From an optimization exercise on the open Yosys and OpenROAD flow, aimed at small area, a short achievable clock period and few clock cycles per item; shortcuts taken in it are not production practice. RTL that was checked went through simulation tests only; none was proved equivalent to the original.

## the previous run
==> module mdc_b, before the edit <==
module mdc_b(
    input ld, clk,
    input [31:0] i_a, i_b,
    output [31:0] res,
    output done);
    reg [31:0] a, b;
    reg [4:0]  k;
    reg        bo;    
    wire bz = (b == 32'd0);
    wire kz = (k == 5'd0);
    wire [31:0] bg  = b & {32{bo}};
    wire [31:0] gg = a & ~bg;
    wire [31:0] pp = ~(a ^ bg);
    reg  [31:0] G, P;
    integer i, j;
    always @* begin
        G = gg; P = pp;
        for (i = 1; i <= 5; i = i + 1)
            for (j = (1 << i) - 1; j < 32; j = j + (1 << i)) begin
                G[j] = G[j] | (P[j] & G[j - (1 << (i - 1))]);
                P[j] = P[j] & P[j - (1 << (i - 1))];
            end
        for (i = 5; i > 0; i = i - 1)
            for (j = (1 << i) + (1 << (i - 1)) - 1; j < 32; j = j + (1 << i)) begin
                G[j] = G[j] | (P[j] & G[j - (1 << (i - 1))]);
                P[j] = P[j] & P[j - (1 << (i - 1))];
            end
    end
    wire [32:0] c   = {G | P, 1'b1};
    wire [32:0] d   = {~c[32], pp ^ c[31:0]};
    wire        eq  = P[31];
    wire        neg = d[32];
    wire both_even  = ~a[0] & ~b[0];
    wire [8:0]  x   = (a[8:0] ^ bg[8:0]) | {7'd0, both_even, 1'b0};
    wire [2:0] sh = x[1] ? 3'd0 : x[2] ? 3'd1 : x[3] ? 3'd2 : x[4] ? 3'd3 :
                    x[5] ? 3'd4 : x[6] ? 3'd5 : x[7] ? 3'd6 : 3'd7;
    wire       big = (x[8:1] == 8'd0);
    wire [40:0] yx = {{9{neg}}, d[32:1]} >> sh;
    wire [31:0] ys = yx[31:0];
    wire [31:0] nb = neg ? {~ys[31:1], 1'b1} : ys;
    reg [31:0] an, bn;
    reg [4:0]  kn;
    always @* begin
        an = a; bn = b; kn = k;
        if (ld) begin
            an = i_a;
            bn = i_b;
            kn = 5'd0;
        end else if (bz) begin
            if (!kz) begin
                an = {a[30:0], 1'b0};
                kn = k - 5'd1;
            end
        end else if (both_even) begin
            an = {1'b0, b[31:1]};
            bn = nb;
            kn = k + 5'd1;
        end else if (!b[0] || (neg && big)) begin
            an = b;
            bn = a;
        end else begin
            if (!neg)
                an = b;
            bn = nb;
        end
    end
    always @(posedge clk) begin
        a  <= an;
        b  <= bn;
        k  <= kn;
        bo <= an[0] & bn[0];
    end
    assign res = a;
    assign done = kz & (bz | (eq & a[0]));
endmodule
Settings: LEC_CHECK=0, ABC_AREA=1, CAP_MARGIN=20, CORE_MARGIN=2, CORE_UTILIZATION=50, SETUP_SLACK_MARGIN=1.7, SLEW_MARGIN=20; clock period 5.5 ns.
standard.sh (not shown) runs the stock make flow with config.mk's settings and CLKGATE_MAP_FILE= SYNTH_SCRIPT=/design/flow/synth_recipe.tcl, a recipe that flattens the netlist after the stock synthesis.
==> flow/flow/run.sh <==
#!/bin/bash
# The standard layout (standard.sh) with two changes:
#  - the port buffers are sky130_fd_sc_hd__buf_1 (every port still gets one);
#  - clock tree synthesis uses clkbuf_4/clkbuf_8 and inserts no dummy loads.
# The output of the whole run goes to standard.log; ORFS's per-step logs are
# under orfs/logs/.
set -euo pipefail
export BUFFER_PORTS_ARGS="-inputs -outputs -buffer_cell sky130_fd_sc_hd__buf_1"
export CTS_ARGS="-sink_clustering_enable -repair_clock_nets -dont_use_dummy_load -buf_list {sky130_fd_sc_hd__clkbuf_4 sky130_fd_sc_hd__clkbuf_8}"
bash standard.sh > standard.log 2>&1
The previous run went all the way through the flow, and no timing, DRC or antenna check failed.
#### Input delta (the current run over the previous run)
--- a/flow/design.v
+++ b/flow/design.v
@@ -44,12 +44,13 @@
         an = a; bn = b; kn = k;
         if (ld) begin
             an = i_a;
             bn = i_b;
             kn = 5'd0;
         end else if (bz) begin
+            bn = 32'd0;   
             if (!kz) begin
                 an = {a[30:0], 1'b0};
                 kn = k - 5'd1;
             end
         end else if (both_even) begin
             an = {1'b0, b[31:1]};
### Flow results
The current run vs. the previous run: share of cell area taken by flip-flops and latches now smaller; wire length on met3 lost 25%; setup slack increased 150 ps.
Number of tap cells inserted: the previous run and the current run compared, higher one is the previous run
Relative to the previous run, endpoint arrival time on the critical path decreased by 150 ps in the current run.
Clock skew down 13 ps in the current run wrt the previous run
Between the previous run and the current run, the flow reports vias after detailed routing decreasing by a few percent.
The current run against the previous run: final wirelength went down 5.5%.
Testbench counts of the current run, summed over its fixed seeds: cycles 72,118, items 3,200.
The RTL of the previous run was laid out without a check of its function.

The RTL this note starts from:
==> flow/design.v <==
module mdc_b(
    input ld, clk,
    input [31:0] i_a, i_b,
    output [31:0] res,
    output done);
    reg [31:0] a, b;
    reg [4:0]  k;
    wire bz = (b == 32'd0);
    wire kz = (k == 5'd0);
    wire [31:0] bg  = b & {32{a[0]}};
    wire [31:0] gg = a & ~bg;
    wire [31:0] pp = ~(a ^ bg);
    reg  [31:0] G, P, Gn, Pn;
    integer i, j;
    always @* begin
        G = gg; P = pp;
        for (i = 0; i < 5; i = i + 1) begin
            Gn = G; Pn = P;
            for (j = 0; j < 32; j = j + 1)
                if (j[i]) begin
                    Gn[j] = G[j] | (P[j] & G[((j >> i) << i) - 1]);
                    Pn[j] = P[j] & P[((j >> i) << i) - 1];
                end
            G = Gn; P = Pn;
        end
    end
    wire [32:0] c   = {G | P, 1'b1};
    wire [32:0] d   = {~c[32], pp ^ c[31:0]};
    wire        eq  = P[31];
    wire        neg = d[32];
    wire both_even  = ~a[0] & ~b[0];
    wire [8:0]  x   = (a[8:0] ^ bg[8:0]) | {7'd0, both_even, 1'b0};
    wire [2:0] sh = x[1] ? 3'd0 : x[2] ? 3'd1 : x[3] ? 3'd2 : x[4] ? 3'd3 :
                    x[5] ? 3'd4 : x[6] ? 3'd5 : x[7] ? 3'd6 : 3'd7;
    wire       big = (x[8:1] == 8'd0);
    wire [40:0] yx = {{9{neg}}, d[32:1]} >> sh;
    wire [31:0] ys = yx[31:0];
    wire [31:0] nb = neg ? {~ys[31:1], 1'b1} : ys;
    always @(posedge clk)
        if (ld) begin
            a <= i_a;
            b <= i_b;
            k <= 5'd0;
        end else if (bz) begin
            if (!kz) begin
                a <= {a[30:0], 1'b0};
                k <= k - 5'd1;
            end
        end else if (both_even) begin
            a <= {1'b0, b[31:1]};
            b <= nb;
            k <= k + 5'd1;
        end else if (!b[0] || (neg && big)) begin
            a <= b;
            b <= a;
        end else begin
            if (!neg)
                a <= b;
            b <= nb;
        end
    assign res = a;
    assign done = kz & (bz | (eq & a[0]));
endmodule
clock: 5.5 ns
lec_check: 0
abc_area: 1
cap_margin: 20
core_margin: 2
core_utilization: 50
cts_buf_list: sky130_fd_sc_hd__clkbuf_4 sky130_fd_sc_hd__clkbuf_8
setup_slack_margin: 1.7
slew_margin: 20
==> flow/flow/run.sh <==
#!/bin/bash
# Standard layout, except that the port buffers are the smallest buffer
# (sky130_fd_sc_hd__buf_1) rather than the cell buffer_ports picks by itself.
# Every input and output port still gets its own buffer.
set -o pipefail
export BUFFER_PORTS_ARGS="-inputs -outputs -buffer_cell sky130_fd_sc_hd__buf_1"
bash standard.sh > standard.log 2>&1
The first run finished clean.
Change:
==> flow/design.v (replaced) <==
module mdc_b(
    input ld, clk,
    input [31:0] i_a, i_b,
    output [31:0] res,
    output done);
    reg [31:0] a, b;
    reg [4:0]  k;
    reg        bo;    
    wire bz = (b == 32'd0);
    wire kz = (k == 5'd0);
    wire [31:0] bg  = b & {32{bo}};
    wire [31:0] gg = a & ~bg;
    wire [31:0] pp = ~(a ^ bg);
    reg  [31:0] G, P;
    integer i, j;
    always @* begin
        G = gg; P = pp;
        for (i = 1; i <= 5; i = i + 1)
            for (j = (1 << i) - 1; j < 32; j = j + (1 << i)) begin
                G[j] = G[j] | (P[j] & G[j - (1 << (i - 1))]);
                P[j] = P[j] & P[j - (1 << (i - 1))];
            end
        for (i = 5; i > 0; i = i - 1)
            for (j = (1 << i) + (1 << (i - 1)) - 1; j < 32; j = j + (1 << i)) begin
                G[j] = G[j] | (P[j] & G[j - (1 << (i - 1))]);
                P[j] = P[j] & P[j - (1 << (i - 1))];
            end
    end
    wire [32:0] c   = {G | P, 1'b1};
    wire [32:0] d   = {~c[32], pp ^ c[31:0]};
    wire        eq  = P[31];
    wire        neg = d[32];
    wire both_even  = ~a[0] & ~b[0];
    wire [8:0]  x   = (a[8:0] ^ bg[8:0]) | {7'd0, both_even, 1'b0};
    wire [2:0] sh = x[1] ? 3'd0 : x[2] ? 3'd1 : x[3] ? 3'd2 : x[4] ? 3'd3 :
                    x[5] ? 3'd4 : x[6] ? 3'd5 : x[7] ? 3'd6 : 3'd7;
    wire       big = (x[8:1] == 8'd0);
    wire [40:0] yx = {{9{neg}}, d[32:1]} >> sh;
    wire [31:0] ys = yx[31:0];
    wire [31:0] nb = neg ? {~ys[31:1], 1'b1} : ys;
    reg [31:0] an, bn;
    reg [4:0]  kn;
    always @* begin
        an = a; bn = b; kn = k;
        if (ld) begin
            an = i_a;
            bn = i_b;
            kn = 5'd0;
        end else if (bz) begin
            if (!kz) begin
                an = {a[30:0], 1'b0};
                kn = k - 5'd1;
            end
        end else if (both_even) begin
            an = {1'b0, b[31:1]};
            bn = nb;
            kn = k + 5'd1;
        end else if (!b[0] || (neg && big)) begin
            an = b;
            bn = a;
        end else begin
            if (!neg)
                an = b;
            bn = nb;
        end
    end
    always @(posedge clk) begin
        a  <= an;
        b  <= bn;
        k  <= kn;
        bo <= an[0] & bn[0];
    end
    assign res = a;
    assign done = kz & (bz | (eq & a[0]));
endmodule
=> Final cell count fell by 2.5%; maximum frequency is lower by 0.50%; area after synthesis shrinks by 1.4%; clock-buffer cell count is unchanged; utilization decreases by 0.98 points; global-route usage is higher by 0.99 points.
Function was not checked in any run of this note: the RTL went through the layout flow alone.

[separate check: timing with driven ports]
The flow's constraints put no driver on any port. The routed layouts listed below were extracted and timed again, unchanged, in two steps. Step 1, drivers: a clkbuf_16 drives clk and a buf_2 each remaining input, both assumed. Step 2 moves the port delays by t, midway between the first and last clock arrival at a register: inputs arrive t later, outputs are due t later. That takes back most of the time a late clock gives input paths. Three values: ideal, step 1, step 2; two values: the first two.
run | t, ns | setup slack, ns | hold slack, ns | worst setup path at the end | worst slew at a driven data input, ns
the previous run | 0.407 | 1.801 / 1.762 / 2.017 | 0.495 / 0.495 / 0.495 | register to register | 0.05
the current run | 0.382 | 1.954 / 1.920 / 1.992 | 0.513 / 0.513 / 0.513 | register to register | 0.04
the first run of note 2 | 0.404 | 1.824 / 1.786 / 1.920 | 0.487 / 0.487 / 0.487 | input to register | 0.04
the second run of note 2 | 0.410 | 1.805 / 1.766 / 1.997 | 0.498 / 0.498 / 0.498 | register to register | 0.05
After both steps every run listed still meets setup and hold.
